Background: an optimization exercise with open tools, aiming at small area. Do not read the settings as production practice. The RTL was checked by simulation tests, not by an equivalence proof against the original design. Power figures rest on the tool's default switching activity, not on a simulated workload.

## design.v

```verilog
module square(
		input clk,
		input rst,
		input [2:0] colour,
		input [7:0] in_x,
		input [6:0] in_y,
		input [7:0] width,
		input [6:0] height,
		input go_draw,
		output reg finish_draw,
		output reg [7:0] out_x,
		output reg [6:0] out_y,
		output reg [2:0] out_colour
	);
	reg [9:0] draw_twice;
	reg [7:0] offset_x;
	reg [6:0] offset_y;
	reg continue_draw;  
	always@(posedge clk) begin
		if (go_draw) begin
			continue_draw <= go_draw;
		end
		if(continue_draw) begin
			finish_draw <= 1'b0;
			out_x <= in_x + offset_x[7:0];
			out_y <= in_y + offset_y[6:0];
			out_colour <= colour;
			offset_x <= offset_x + 1'b1;
			if(offset_x == width)begin
				offset_x <= 8'b0;
				offset_y <= offset_y + 1'b1;
			end
			if(offset_y == height) begin  
				offset_y <= 7'b0;
				draw_twice <= draw_twice + 1'b1;
				if(draw_twice == 10'd700)
					finish_draw <= 1'b1;
				out_x <= in_x;
				out_y <= in_y;
			end
		end
		if (rst) begin draw_twice <= 0; offset_x <= 0; offset_y <= 0; continue_draw <= 0; finish_draw <= 0; out_x <= 0; out_y <= 0; out_colour <= 0; end
	end
endmodule
module square2(
		input clk,
		input rst,
		input [2:0] colour,
		input [7:0] in_x,
		input [6:0] in_y,
		input [7:0] width,
		input [6:0] height,
		input go_draw,
		output reg finish_draw,
		output reg [7:0] out_x,
		output reg [6:0] out_y,
		output reg [2:0] out_colour
	);
	reg [4:0] draw_twice;
	reg [7:0] offset_x;
	reg [6:0] offset_y;
	reg continue_draw;  
	always@(posedge clk) begin
		if (go_draw) begin
			continue_draw <= go_draw;		 
		end
		if(continue_draw) begin  
			finish_draw <= 1'b0;
			out_x <= in_x + offset_x[7:0];
			out_y <= in_y + offset_y[6:0];
			out_colour <= colour;
			offset_x <= offset_x + 1'b1;
			if(offset_x == width)begin
				offset_x <= 8'b0;
				offset_y <= offset_y + 1'b1;
			end
			if(offset_y == height) begin  
				offset_y <= 7'b0;
				draw_twice <= draw_twice + 1'b1;
				if(draw_twice == 5'd16)
					finish_draw <= 1'b1;
				out_x <= in_x;
				out_y <= in_y;
			end
		end
		if (rst) begin draw_twice <= 0; offset_x <= 0; offset_y <= 0; continue_draw <= 0; finish_draw <= 0; out_x <= 0; out_y <= 0; out_colour <= 0; end
	end
endmodule
module down_right_pipe(
		input clk,
		input rst,
		input [2:0] colour,
		input [7:0] in_x,
		input [6:0] in_y,
		input go_draw,
		output reg finish_draw,
		output reg [7:0] out_x,
		output reg [6:0] out_y,
		output reg [2:0] out_colour
	);
	wire f1, f2, f3, f4;
	wire [7:0] out_x1, out_x2, out_x3;
	wire [6:0] out_y1, out_y2, out_y3;
	wire [2:0] out_colour1, out_colour2, out_colour3;
	reg [1:0] counter;
	always@(posedge clk) begin
		finish_draw <= 1'b0;
		if (go_draw && (counter == 2'b000)) begin
			counter <= counter + 1'b1;
		end
		if (f1 && (counter == 2'b001)) begin
			counter <= counter + 1'b1;
		end
		if (f2 && (counter == 2'b010)) begin
			counter <= counter + 1'b1;
		end
		if (f3 && (counter == 2'b11)) begin
			finish_draw <= 1'b1;
			counter <= 2'b00;
		end
		if (rst) begin counter <= 0; finish_draw <= 0; end
	end
	always @(*)
	begin: display
		case (counter)
			2'b01: begin  
				out_x = out_x1;
				out_y = out_y1;
				out_colour = out_colour1;
			end
			2'b10: begin  
				out_x = out_x2;
				out_y = out_y2;
				out_colour = out_colour2;
			end
			2'b11: begin  
				out_x = out_x3;
				out_y = out_y3;
				out_colour = out_colour3;
			end
			default: begin  
				out_x = in_x+7'd4;
				out_y = in_y+7'd4;
				out_colour = colour;
			end
		endcase
	end
	square2 bg(
		.clk(clk),
		.rst(rst),
		.colour(3'b000),
		.in_x(in_x),
		.in_y(in_y),
		.width(8'd7),
		.height(7'd10),
		.go_draw(go_draw),
		.finish_draw(f1),
		.out_x(out_x1),
		.out_y(out_y1),
		.out_colour(out_colour1)
	);
	square dr1(
		.clk(clk),
		.rst(rst),
		.colour(colour),
		.in_x(in_x+7'd2),
		.in_y(in_y+7'd3),
		.width(8'd5),
		.height(7'd7),
		.go_draw(f1),
		.finish_draw(f2),
		.out_x(out_x2),
		.out_y(out_y2),
		.out_colour(out_colour2)
	);
	square dr2(
		.clk(clk),
		.rst(rst),
		.colour(3'b000),
		.in_x(in_x+7'd6),
		.in_y(in_y+7'd7),
		.width(8'd1),
		.height(7'd3),
		.go_draw(f2),
		.finish_draw(f3),
		.out_x(out_x3),
		.out_y(out_y3),
		.out_colour(out_colour3)
	);
endmodule
module up_right_pipe(
		input clk,
		input rst,
		input [2:0] colour,
		input [7:0] in_x,
		input [6:0] in_y,
		input go_draw,
		output reg finish_draw,
		output reg [7:0] out_x,
		output reg [6:0] out_y,
		output reg [2:0] out_colour
	);
	wire f1, f2, f3;
	wire [7:0] out_x1, out_x2, out_x3;
	wire [6:0] out_y1, out_y2, out_y3;
	wire [2:0] out_colour1, out_colour2, out_colour3;
	reg [2:0] counter;
	always@(posedge clk) begin
		finish_draw <= 1'b0;
		if (go_draw && (counter == 3'b000)) begin
			counter <= counter + 1'b1;
		end
		if (f1 && (counter == 3'b001)) begin
			counter <= counter + 1'b1;
		end
		if (f2 && (counter == 3'b010)) begin
			counter <= counter + 1'b1;
		end
		if (f3 && (counter == 3'b011)) begin
			finish_draw <= 1'b1;
			counter <= 3'd0;
		end
		if (rst) begin counter <= 0; finish_draw <= 0; end
	end
	always @(*)
	begin: display
		case (counter)
			3'b001: begin  
				out_x = out_x1;
				out_y = out_y1;
				out_colour = out_colour1;
			end
			3'b010: begin  
				out_x = out_x2;
				out_y = out_y2;
				out_colour = out_colour2;
			end
			3'b011: begin  
				out_x = out_x3;
				out_y = out_y3;
				out_colour = out_colour3;
			end
			default: begin  
				out_x = in_x+7'd4;
				out_y = in_y+7'd4;
				out_colour = colour;
			end
		endcase
	end
	square2 bg(
		.clk(clk),
		.rst(rst),
		.colour(3'b000),
		.in_x(in_x),
		.in_y(in_y),
		.width(8'd7),
		.height(7'd10),
		.go_draw(go_draw),
		.finish_draw(f1),
		.out_x(out_x1),
		.out_y(out_y1),
		.out_colour(out_colour1)
	);
	square ur1(
		.clk(clk),
		.rst(rst),
		.colour(colour),
		.in_x(in_x+7'd2),
		.in_y(in_y),
		.width(8'd5),
		.height(7'd7),
		.go_draw(f1),
		.finish_draw(f2),
		.out_x(out_x2),
		.out_y(out_y2),
		.out_colour(out_colour2)
	);
	square ur2(
		.clk(clk),
		.rst(rst),
		.colour(3'b000),
		.in_x(in_x+7'd6),
		.in_y(in_y),
		.width(8'd1),
		.height(7'd3),
		.go_draw(f2),
		.finish_draw(f3),
		.out_x(out_x3),
		.out_y(out_y3),
		.out_colour(out_colour3)
	);
endmodule
module down_left_pipe(
		input clk,
		input rst,
		input [2:0] colour,
		input [7:0] in_x,
		input [6:0] in_y,
		input go_draw,
		output reg finish_draw,
		output reg [7:0] out_x,
		output reg [6:0] out_y,
		output reg [2:0] out_colour
	);
	wire f1, f2, f3;
	wire [7:0] out_x1, out_x2, out_x3;
	wire [6:0] out_y1, out_y2, out_y3;
	wire [2:0] out_colour1, out_colour2, out_colour3;
	reg [1:0] counter;
	always@(posedge clk) begin
		finish_draw <= 1'b0;
		if (go_draw && (counter == 2'b00)) begin
			counter <= counter + 1'b1;
		end
		if (f1 && (counter == 2'b01)) begin
			counter <= counter + 1'b1;
		end
		if (f2 && (counter == 2'b10)) begin
			counter <= counter + 1'b1;
		end
		if (f3 && (counter == 2'b11)) begin
			finish_draw <= 1'b1;
			counter <= 2'b00;
		end
		if (rst) begin counter <= 0; finish_draw <= 0; end
	end
	always @(*)
	begin: display
		case (counter)
			2'b01: begin  
				out_x = out_x1;
				out_y = out_y1;
				out_colour = out_colour1;
			end
			2'b10: begin  
				out_x = out_x2;
				out_y = out_y2;
				out_colour = out_colour2;
			end
			2'b11: begin  
				out_x = out_x3;
				out_y = out_y3;
				out_colour = out_colour3;
			end
			default: begin  
				out_x = in_x+7'd4;
				out_y = in_y+7'd4;
				out_colour = colour;
			end
		endcase
	end
	square2 bg(
		.clk(clk),
		.rst(rst),
		.colour(3'b000),
		.in_x(in_x),
		.in_y(in_y),
		.width(8'd7),
		.height(7'd10),
		.go_draw(go_draw),
		.finish_draw(f1),
		.out_x(out_x1),
		.out_y(out_y1),
		.out_colour(out_colour1)
	);
	square dl1(
		.clk(clk),
		.rst(rst),
		.colour(colour),
		.in_x(in_x),
		.in_y(in_y+7'd3),
		.width(8'd5),
		.height(7'd7),
		.go_draw(f1),
		.finish_draw(f2),
		.out_x(out_x2),
		.out_y(out_y2),
		.out_colour(out_colour2)
	);
	square dl2(
		.clk(clk),
		.rst(rst),
		.colour(3'b000),
		.in_x(in_x),
		.in_y(in_y+7'd7),
		.width(8'd1),
		.height(7'd3),
		.go_draw(f2),
		.finish_draw(f3),
		.out_x(out_x3),
		.out_y(out_y3),
		.out_colour(out_colour3)
	);
endmodule
module up_left_pipe(
		input clk,
		input rst,
		input [2:0] colour,
		input [7:0] in_x,
		input [6:0] in_y,
		input go_draw,
		output reg finish_draw,
		output reg [7:0] out_x,
		output reg [6:0] out_y,
		output reg [2:0] out_colour
	);
	wire f1, f2, f3;
	wire [7:0] out_x1, out_x2, out_x3;
	wire [6:0] out_y1, out_y2, out_y3;
	wire [2:0] out_colour1, out_colour2, out_colour3;
	reg [1:0] counter;
	always@(posedge clk) begin
		finish_draw <= 1'b0;
		if (go_draw && (counter == 2'b00)) begin
			counter <= counter + 1'b1;
		end
		if (f1 && (counter == 2'b01)) begin
			counter <= counter + 1'b1;
		end
		if (f2 && (counter == 2'b10)) begin
			counter <= counter + 1'b1;
		end
		if (f3 && (counter == 2'b11)) begin
			finish_draw <= 1'b1;
			counter <= 2'b00;
		end
		if (rst) begin counter <= 0; finish_draw <= 0; end
	end
	always @(*)
	begin: display
		case (counter)
			2'b01: begin  
				out_x = out_x1;
				out_y = out_y1;
				out_colour = out_colour1;
			end
			2'b10: begin  
				out_x = out_x2;
				out_y = out_y2;
				out_colour = out_colour2;
			end
			2'b11: begin  
				out_x = out_x3;
				out_y = out_y3;
				out_colour = out_colour3;
			end
			default: begin  
				out_x = in_x+7'd4;
				out_y = in_y+7'd4;
				out_colour = colour;
			end
		endcase
	end
	square2 bg(
		.clk(clk),
		.rst(rst),
		.colour(3'b000),
		.in_x(in_x),
		.in_y(in_y),
		.width(8'd7),
		.height(7'd10),
		.go_draw(go_draw),
		.finish_draw(f1),
		.out_x(out_x1),
		.out_y(out_y1),
		.out_colour(out_colour1)
	);
	square ul1(
		.clk(clk),
		.rst(rst),
		.colour(colour),
		.in_x(in_x),
		.in_y(in_y),
		.width(8'd5),
		.height(7'd7),
		.go_draw(f1),
		.finish_draw(f2),
		.out_x(out_x2),
		.out_y(out_y2),
		.out_colour(out_colour2)
	);
	square ul2(
		.clk(clk),
		.rst(rst),
		.colour(3'b000),
		.in_x(in_x),
		.in_y(in_y),
		.width(8'd1),
		.height(7'd3),
		.go_draw(f2),
		.finish_draw(f3),
		.out_x(out_x3),
		.out_y(out_y3),
		.out_colour(out_colour3)
	);
endmodule
module hor_pipe(
		input clk,
		input rst,
		input [2:0] colour,
		input [7:0] in_x,
		input [6:0] in_y,
		input go_draw,
		output reg finish_draw,
		output reg [7:0] out_x,
		output reg [6:0] out_y,
		output reg [2:0] out_colour
	);
	wire f1, f2, f3;
	wire [7:0] out_x1, out_x2, out_x3;
	wire [6:0] out_y1, out_y2, out_y3;
	wire [2:0] out_colour1, out_colour2, out_colour3;
	reg [1:0] counter;
	always@(posedge clk) begin
		finish_draw <= 1'b0;
		if (go_draw && (counter == 2'b00)) begin
			counter <= counter + 1'b1;
		end
		if (f1 && (counter == 2'b01)) begin
			counter <= counter + 1'b1;
		end
		if (f2 && (counter == 2'b10)) begin
			counter <= counter + 1'b1;
		end
		if (f3 && (counter == 2'b11)) begin
			finish_draw <= 1'b1;
			counter <= 2'b00;
		end
		if (rst) begin counter <= 0; finish_draw <= 0; end
	end
	always @(*)
	begin: display
		case (counter)
			2'b01: begin  
				out_x = out_x1;
				out_y = out_y1;
				out_colour = out_colour1;
			end
			2'b10: begin  
				out_x = out_x2;
				out_y = out_y2;
				out_colour = out_colour2;
			end
			2'b11: begin  
				out_x = out_x3;
				out_y = out_y3;
				out_colour = out_colour3;
			end
			default: begin  
				out_x = in_x+7'd4;
				out_y = in_y+7'd4;
				out_colour = colour;
			end
		endcase
	end
	square2 bg(
		.clk(clk),
		.rst(rst),
		.colour(3'b000),
		.in_x(in_x),
		.in_y(in_y),
		.width(8'd7),
		.height(7'd10),
		.go_draw(go_draw),
		.finish_draw(f1),
		.out_x(out_x1),
		.out_y(out_y1),
		.out_colour(out_colour1)
	);
	square h1(
		.clk(clk),
		.rst(rst),
		.colour(colour),
		.in_x(in_x),
		.in_y(in_y+7'd3),
		.width(8'd7),
		.height(7'd4),
		.go_draw(f1),
		.finish_draw(f2),
		.out_x(out_x2),
		.out_y(out_y2),
		.out_colour(out_colour2)
	);
	square h2(
		.clk(clk),
		.rst(rst),
		.colour(3'b000),
		.in_x(in_x),
		.in_y(in_y),
		.width(8'd1),
		.height(7'd1),
		.go_draw(f2),
		.finish_draw(f3),
		.out_x(out_x3),
		.out_y(out_y3),
		.out_colour(out_colour3)
	);
endmodule
module ver_pipe(
		input clk,
		input rst,
		input [2:0] colour,
		input [7:0] in_x,
		input [6:0] in_y,
		input go_draw,
		output reg finish_draw,
		output reg [7:0] out_x,
		output reg [6:0] out_y,
		output reg [2:0] out_colour
	);
	wire f1, f2, f3;
	wire [7:0] out_x1, out_x2, out_x3;
	wire [6:0] out_y1, out_y2, out_y3;
	wire [2:0] out_colour1, out_colour2, out_colour3;
	reg [1:0] counter;
	always@(posedge clk) begin
		finish_draw <= 1'b0;
		if (go_draw && (counter == 2'b00)) begin
			counter <= counter + 1'b1;
		end
		if (f1 && (counter == 2'b01)) begin
			counter <= counter + 1'b1;
		end
		if (f2 && (counter == 2'b10)) begin
			counter <= counter + 1'b1;
		end
		if (f3 && (counter == 2'b11)) begin
			finish_draw <= 1'b1;
			counter <= 2'b00;
		end
		if (rst) begin counter <= 0; finish_draw <= 0; end
	end
	always @(*)
	begin: display
		case (counter)
			2'b01: begin  
				out_x = out_x1;
				out_y = out_y1;
				out_colour = out_colour1;
			end
			2'b10: begin  
				out_x = out_x2;
				out_y = out_y2;
				out_colour = out_colour2;
			end
			2'b11: begin  
				out_x = out_x3;
				out_y = out_y3;
				out_colour = out_colour3;
			end
			default: begin  
				out_x = in_x+7'd4;
				out_y = in_y+7'd4;
				out_colour = colour;
			end
		endcase
	end
	square2 bg(
		.clk(clk),
		.rst(rst),
		.colour(3'b000),
		.in_x(in_x),
		.in_y(in_y),
		.width(8'd7),
		.height(7'd10),
		.go_draw(go_draw),
		.finish_draw(f1),
		.out_x(out_x1),
		.out_y(out_y1),
		.out_colour(out_colour1)
	);
	square v1(
		.clk(clk),
		.rst(rst),
		.colour(colour),
		.in_x(in_x+7'd2),
		.in_y(in_y),
		.width(8'd3),
		.height(7'd10),
		.go_draw(f1),
		.finish_draw(f2),
		.out_x(out_x2),
		.out_y(out_y2),
		.out_colour(out_colour2)
	);
	square v2(
		.clk(clk),
		.rst(rst),
		.colour(3'b000),
		.in_x(in_x),
		.in_y(in_y),
		.width(8'd1),
		.height(7'd1),
		.go_draw(f2),
		.finish_draw(f3),
		.out_x(out_x3),
		.out_y(out_y3),
		.out_colour(out_colour3)
	);
endmodule
module pipe_make(
		input clk,
		input rst,
		input [2:0] colour,
		input [7:0] in_x,
		input [6:0] in_y,
		input [7:0] width,
		input [6:0] height,
		input go_draw,
		input [3:0] pipe_type,
		output reg finish_draw,
		output reg [7:0] out_x,
		output reg [6:0] out_y,
		output reg [2:0] out_colour
	);
	reg g0, g1, g2, g3 ,g4, g5;  
	wire f0, f1, f2, f3 ,f4, f5;  
	wire [7:0] out_x0, out_x1, out_x2, out_x3, out_x4, out_x5;
	wire [6:0] out_y0, out_y1, out_y2, out_y3, out_y4, out_y5;
	wire [2:0] out_colour0, out_colour1, out_colour2, out_colour3, out_colour4, out_colour5;
	always @(*)
	begin: display
		{g0, g1, g2, g3, g4, g5} = 6'b0;
		case (pipe_type)
			3'd0: begin  
				g0 = go_draw;
				out_x = out_x0;
				out_y = out_y0;
				out_colour = out_colour0;
				finish_draw = f0;
			end
			3'd1: begin  
				g1 = go_draw;
				out_x = out_x1;
				out_y = out_y1;
				out_colour = out_colour1;
				finish_draw = f1;
			end
			3'd2: begin  
				g2 = go_draw;
				out_x = out_x2;
				out_y = out_y2;
				out_colour = out_colour2;
				finish_draw = f2;
			end
			3'd3: begin  
				g3 = go_draw;
				out_x = out_x3;
				out_y = out_y3;
				out_colour = out_colour3;
				finish_draw = f3;
			end
			3'd4: begin  
				g4 = go_draw;
				out_x = out_x4;
				out_y = out_y4;
				out_colour = out_colour4;
				finish_draw = f4;
			end
			3'd5: begin  
				g5 = go_draw;
				out_x = out_x5;
				out_y = out_y5;
				out_colour = out_colour5;
				finish_draw = f5;
			end
			default: begin  
				g0 = go_draw;
				out_x = out_x0;
				out_y = out_y0;
				out_colour = out_colour0;
				finish_draw = f0;
			end
		endcase
	end
	ver_pipe vp(
		.clk(clk),
		.rst(rst),
		.colour(3'b010),
		.in_x(in_x),
		.in_y(in_y),
		.go_draw(g0),
		.finish_draw(f0),
		.out_x(out_x0),
		.out_y(out_y0),
		.out_colour(out_colour0)
	);
	hor_pipe hp(
		.clk(clk),
		.rst(rst),
		.colour(3'b010),
		.in_x(in_x),
		.in_y(in_y),
		.go_draw(g1),
		.finish_draw(f1),
		.out_x(out_x1),
		.out_y(out_y1),
		.out_colour(out_colour1)
	);
	up_left_pipe ulp(
		.clk(clk),
		.rst(rst),
		.colour(3'b010),
		.in_x(in_x),
		.in_y(in_y),
		.go_draw(g2),
		.finish_draw(f2),
		.out_x(out_x2),
		.out_y(out_y2),
		.out_colour(out_colour2)
	);
	up_right_pipe urp(
		.clk(clk),
		.rst(rst),
		.colour(3'b010),
		.in_x(in_x),
		.in_y(in_y),
		.go_draw(g3),
		.finish_draw(f3),
		.out_x(out_x3),
		.out_y(out_y3),
		.out_colour(out_colour3)
	);
	down_left_pipe dlp(
		.clk(clk),
		.rst(rst),
		.colour(3'b010),
		.in_x(in_x),
		.in_y(in_y),
		.go_draw(g4),
		.finish_draw(f4),
		.out_x(out_x4),
		.out_y(out_y4),
		.out_colour(out_colour4)
	);
	down_right_pipe drp(
		.clk(clk),
		.rst(rst),
		.colour(3'b010),
		.in_x(in_x),
		.in_y(in_y),
		.go_draw(g5),
		.finish_draw(f5),
		.out_x(out_x5),
		.out_y(out_y5),
		.out_colour(out_colour5)
	);
endmodule
```

## run.sh

```bash
#!/bin/bash
# synth_recipe.tcl (not shown) runs the flow's synth.tcl, then flattens the netlist and writes it again
# the make line also repeats each setting of config.mk as NAME=value (left out here)
make -C /OpenROAD-flow-scripts/flow DESIGN_CONFIG=/design/flow/config.mk WORK_HOME=/design/flow/orfs CLKGATE_MAP_FILE= SYNTH_SCRIPT=/design/flow/synth_recipe.tcl finish
```

## config.mk

```make
export PLATFORM = sky130hd
export DESIGN_NAME = pipe_make
export DESIGN_NICKNAME = pipe_make
export VERILOG_FILES = /design/flow/design.v
export SDC_FILE = /design/flow/constraint.sdc
export NUM_CORES = 4
export LEC_CHECK = 0
export CAP_MARGIN = 20
export CORE_MARGIN = 2
export CORE_UTILIZATION = 40
export SLEW_MARGIN = 20
```

## constraint.sdc

```tcl
create_clock -name core_clock -period 10.0 [get_ports {clk}]
set_input_delay 2.0000 -clock core_clock [delete_from_list [all_inputs] [get_ports {clk}]]
set_output_delay 2.0000 -clock core_clock [all_outputs]
set_load 0.01 [all_outputs]
```

==> impl_results.html <==
<table>
<tr><th>Metric</th><th>Value</th></tr>
<tr><th colspan="2">Critical path</th></tr>
<tr><td>R2R Setup Slk</td><td>7.13 ns</td></tr>
<tr><td>RR Startpoint</td><td>drp.dr1.continue_draw</td></tr>
<tr><td>Capture point of the critical path</td><td>out_colour[1]</td></tr>
<tr><td>Number of cells on the worst reg-to-reg path</td><td>8</td></tr>
<tr><td>Worst setup path category</td><td>input pin to output pin</td></tr>
<tr><td>Req. time, crit path</td><td>8.00 ns</td></tr>
<tr><td>Highest net fanout along the worst path</td><td>11</td></tr>
<tr><td>Crit path DAT</td><td>5.42 ns</td></tr>
<tr><td>Capture point of the worst reg-to-reg path</td><td>drp.dr1.draw_twice[8]</td></tr>
<tr><td>Sort of element at the end of the critical path</td><td>output pin</td></tr>
<tr><td>Worst setup path startpoint</td><td>pipe_type[3]</td></tr>
<tr><td>Type of origin of the critical path</td><td>input pin</td></tr>
<tr><th colspan="2">Synthesis</th></tr>
<tr><td>YS warnings</td><td>9</td></tr>
<tr><td>Synth unique cells</td><td>73</td></tr>
<tr><td>Fraction of post-synthesis cell area in the top cell type by area</td><td>0.328</td></tr>
<tr><td>Post-synthesis cell count</td><td>5582</td></tr>
<tr><td>Area leader, netlist</td><td>sky130_fd_sc_hd__dfxtp_1</td></tr>
<tr><td>Share of flip-flops with an asynchronous set or reset</td><td>0</td></tr>
<tr><td>Most common cell in the netlist</td><td>sky130_fd_sc_hd__nor2_1</td></tr>
<tr><td>Top flip-flop cell by instance count after synthesis</td><td>sky130_fd_sc_hd__dfxtp_1</td></tr>
<tr><td>Total standard cell area after synthesis</td><td>0.0459 mm²</td></tr>
<tr><td>Commonest cells in the netlist</td><td>sky130_fd_sc_hd__nor2_1, sky130_fd_sc_hd__dfxtp_1, sky130_fd_sc_hd__nand2_1, sky130_fd_sc_hd__ha_1, sky130_fd_sc_hd__xor2_1</td></tr>
<tr><td>#FFs+latches synth</td><td>751</td></tr>
<tr><td>Portion of the post-synthesis area used by sequential elements</td><td>0.328</td></tr>
<tr><td>Average cell area after synthesis</td><td>8.22 µm²</td></tr>
<tr><td>Top cells by area, synth</td><td>sky130_fd_sc_hd__dfxtp_1, sky130_fd_sc_hd__ha_1, sky130_fd_sc_hd__nor2_1</td></tr>
<tr><td>Post-synth EDFFs</td><td>0</td></tr>
<tr><th colspan="2">Clock network</th></tr>
<tr><td>CTS root buf</td><td>sky130_fd_sc_hd__clkbuf_16</td></tr>
<tr><td>Setup Buffers After CTS</td><td>0</td></tr>
<tr><td>Worst skew pair latency</td><td>0.67 ns</td></tr>
<tr><td>Number of resized instances in the post-cts repair step</td><td>0</td></tr>
<tr><td>Clock sinks</td><td>751</td></tr>
<tr><td>Worst-path clk slew</td><td>0.06 ns</td></tr>
<tr><td>Number of buffers inserted during clock tree synthesis</td><td>88</td></tr>
<tr><td>Max clock buf depth</td><td>3</td></tr>
<tr><td>Clock tree from TritonCTS</td><td>built</td></tr>
<tr><td>H-tree depth</td><td>3</td></tr>
<tr><td>Quantity of hold-fixing buffers added after cts</td><td>0</td></tr>
<tr><th colspan="2">Routing</th></tr>
<tr><td>Post-route ant nets</td><td>0</td></tr>
<tr><td>Via total after detailed routing</td><td>39814</td></tr>
<tr><td>Via-to-Cell Ratio</td><td>5.66</td></tr>
<tr><td>Initial detailed-routing violation count</td><td>3413</td></tr>
<tr><td>Routed length per placed instance</td><td>19.3 µm</td></tr>
<tr><td>Detailed Route WL</td><td>136000 µm</td></tr>
<tr><td>Drc violations</td><td>0</td></tr>
<tr><td>TritonRoute pass-1 iters</td><td>10</td></tr>
<tr><th colspan="2">STA</th></tr>
<tr><td>Shortest period the worst path allows</td><td>7.42 ns</td></tr>
<tr><td>Unrepaired setup endpoints after global routing</td><td>no</td></tr>
<tr><td>Final worst-path cycle share</td><td>0.742</td></tr>
<tr><td>Pins Over Slew Limit</td><td>0</td></tr>
<tr><td>Final setup TNS</td><td>0 ns</td></tr>
<tr><td>Transition time of the tightest slew-check pin</td><td>1.08 ns</td></tr>
<tr><td>Worst Skew</td><td>0.0288 ns</td></tr>
<tr><td>Finish-stage setup viols</td><td>0</td></tr>
<tr><td>Max-slew headroom</td><td>0.277</td></tr>
<tr><td>Hold Fails Final Rpt</td><td>0</td></tr>
<tr><td>Maximum clock rate</td><td>0.135 GHz</td></tr>
<tr><th colspan="2">Placed design</th></tr>
<tr><td>Count of input and output buffers</td><td>38</td></tr>
<tr><td>Final HPWL from detailed placement</td><td>92900 µm</td></tr>
<tr><td>DP Area</td><td>0.0473 mm²</td></tr>
<tr><td>Final estimated routing congestion in global placement</td><td>0.934</td></tr>
<tr><th colspan="2">Power and ir drop</th></tr>
<tr><td>Maximum resistive drop on vdd</td><td>0.114 mV</td></tr>
<tr><td>P_leak</td><td>18.7 nW</td></tr>
<tr><td>Total power divided by cell area</td><td>137 mW/mm²</td></tr>
<tr><th colspan="2">Layout</th></tr>
<tr><td>Final design area excluding fillers</td><td>0.0503 mm²</td></tr>
<tr><td>Post-layout nets</td><td>5891</td></tr>
<tr><td>Fraction of final layout cells with drive strength greater than 1</td><td>0.0518</td></tr>
<tr><td>Area added between synthesis and finish</td><td>9.73%</td></tr>
<tr><th colspan="2">Global route</th></tr>
<tr><td>Maximum number of pins on one net before global-route repair</td><td>174</td></tr>
<tr><td>Total global routing track utilization</td><td>0.225</td></tr>
<tr><td>Number of global-route vias before repair</td><td>36190</td></tr>
<tr><td>Overall overflow remaining after global route</td><td>0</td></tr>
<tr><td>Initial antenna violation count</td><td>4</td></tr>
<tr><td>Wire length of the first global-routing pass</td><td>210000 µm</td></tr>
<tr><th colspan="2">Die</th></tr>
<tr><td>DIE AREA</td><td>0.117 mm²</td></tr>
<tr><td>Std-Cell Rows</td><td>124</td></tr>
<tr><td>Initial Util</td><td>0.402</td></tr>
<tr><td>Number of placed I/O pins</td><td>59</td></tr>
<tr><td>Y dimension of the die</td><td>343 µm</td></tr>
<tr><td>Floorplan core area</td><td>0.114 mm²</td></tr>
<tr><td>Die outline width</td><td>343 µm</td></tr>
<tr><th colspan="2">Hold path</th></tr>
<tr><td>Class of the tightest hold or removal check</td><td>flop to flop</td></tr>
<tr><th colspan="2">Run</th></tr>
<tr><td>Number of violations of the max-capacitance limit</td><td>0</td></tr>
<tr><th colspan="2">Outcome</th></tr>
<tr><td>Run status</td><td>timing/DRC/antenna clean</td></tr>
</table>
## how the worst min path moves through the flow
stage                                      to  slack [ns]  depth (start not counted)           startpoint
after floorplan               urp.finish_draw        0.43                          2  urp.ur2.finish_draw
after global placement    hp.h1.out_colour[1]        0.45                          2  hp.h1.out_colour[1]
after detailed placement       vp.v2.out_y[1]        0.45                          2       vp.v2.out_y[1]
after CTS                      vp.v2.out_y[1]        0.47                          2       vp.v2.out_y[1]
after global routing      hp.h1.out_colour[1]        0.49                          2  hp.h1.out_colour[1]
final                          vp.v2.out_x[1]        0.47                          2       vp.v2.out_x[1]
## worst max-delay path, stage by stage
cell                              delay [ns]
sky130_fd_sc_hd__clkdlybuf4s50_1        0.61
sky130_fd_sc_hd__nor2_1                 0.26
sky130_fd_sc_hd__nand3b_1               0.43
sky130_fd_sc_hd__o22ai_1                0.31
sky130_fd_sc_hd__a221oi_1               0.09
sky130_fd_sc_hd__o211ai_1               0.19
sky130_fd_sc_hd__a21boi_0               0.81
sky130_fd_sc_hd__clkdlybuf4s50_1        0.70
## cell type report
class	instances	area, µm²
fillers	11262	63700
multi-input cells	4299	28800
flip-flops and latches	751	15000
clock buffers	135	2750
well taps	1512	1890
inverters	218	818
repair buffers	92	741
clock inverters	26	254
diodes	2	5.00
## logic make-up after synthesis
family,after synthesis,share of synthesized area
multiplexers,141,0.0316
AND/OR/NAND/NOR,2178,0.226
AO/OA/AOI/OAI,1128,0.169
adder cells (fa/ha/maj),401,0.115
flip-flops,751,0.328
XOR/XNOR,449,0.0857
other,1,0.0000818
buffers and inverters,533,0.0443
## power by group
group / leakage (nW) / switching, mW / total [mW] / internal [mW]
logic: 11.1 / 0.388 / 0.566 / 0.178
registers: 6.05 / 0.0145 / 3.02 / 3.01
clock network: 1.49 / 1.34 / 3.33 / 1.99
## routing by layer
metal | GRT usage | wire length [µm]
met4 | 0.0725 | 4000
met2 | 0.349 | 59500
met5 | 0 | 43
met3 | 0.0394 | 9630
met1 | 0.317 | 62600
## stage by stage
stage / util / power (mW) / setup slack, ns / hold WS (ns) / cells
after floorplan: - / 3.42 / 4.45 / 0.432 / 5583
after global placement: 0.415 / 3.64 / 2.79 / 0.446 / 6871
after detailed placement: 0.415 / 3.64 / 2.80 / 0.455 / 6871
after CTS: 0.441 / 6.99 / 2.78 / 0.465 / 7032
after global routing: 0.441 / 7.16 / 2.55 / 0.490 / 7033
final: 0.441 / 6.92 / 2.58 / 0.467 / 7035
## flip-flops by register name, summed over array words and instances (netlist names), 10 cells and up
signal / flops
dlp.dl1.draw_twice: 10
dlp.dl2.draw_twice: 10
drp.dr1.draw_twice: 10
drp.dr2.draw_twice: 10
hp.h1.draw_twice: 10
hp.h2.draw_twice: 10
ulp.ul1.draw_twice: 10
ulp.ul2.draw_twice: 10
urp.ur1.draw_twice: 10
urp.ur2.draw_twice: 10
vp.v1.draw_twice: 10
vp.v2.draw_twice: 10
## cells in the final DEF (no fill, tap or decap), drive strengths merged, types with 96 or more instances in the layout
cell type / n
nor2: 801
a21oi: 247
nand3: 176
o21ai: 236
a211oi: 105
nand2: 499
xnor2: 182
inv: 218
nor3: 161
a311oi: 106
clkbuf: 135
nor2b: 96
xor2: 267
ha: 365
nand4: 114
dfxtp: 751
mux2i: 110

[static timing again, ports no longer ideal]
The results above use ideal ports. As a check the final layout listed here was re-extracted and re-timed, cells and wires unchanged.
Step 1 (the two cells are an assumption about what drives the block):
set clk [get_ports {clk}]
set_driving_cell -lib_cell sky130_fd_sc_hd__clkbuf_16 $clk
set_driving_cell -lib_cell sky130_fd_sc_hd__buf_2 [delete_from_list [all_inputs] $clk]
Step 2 also shifts input and output timing later by t, the mid clock arrival at the registers, as if the neighbouring blocks saw the same clock.
Slacks: ideal ports / drivers / drivers and shift; pairs: ideal ports / drivers.
t (ns): 0.726
setup slack, ns: 2.575 / 2.491 / 2.491
clock arrival spread, ns: 0.033 / 0.033
After both steps this run still meets setup and hold. For this run, drivers alone change the setup slack by -0.084 ns; drivers and shift together by -0.084 ns.
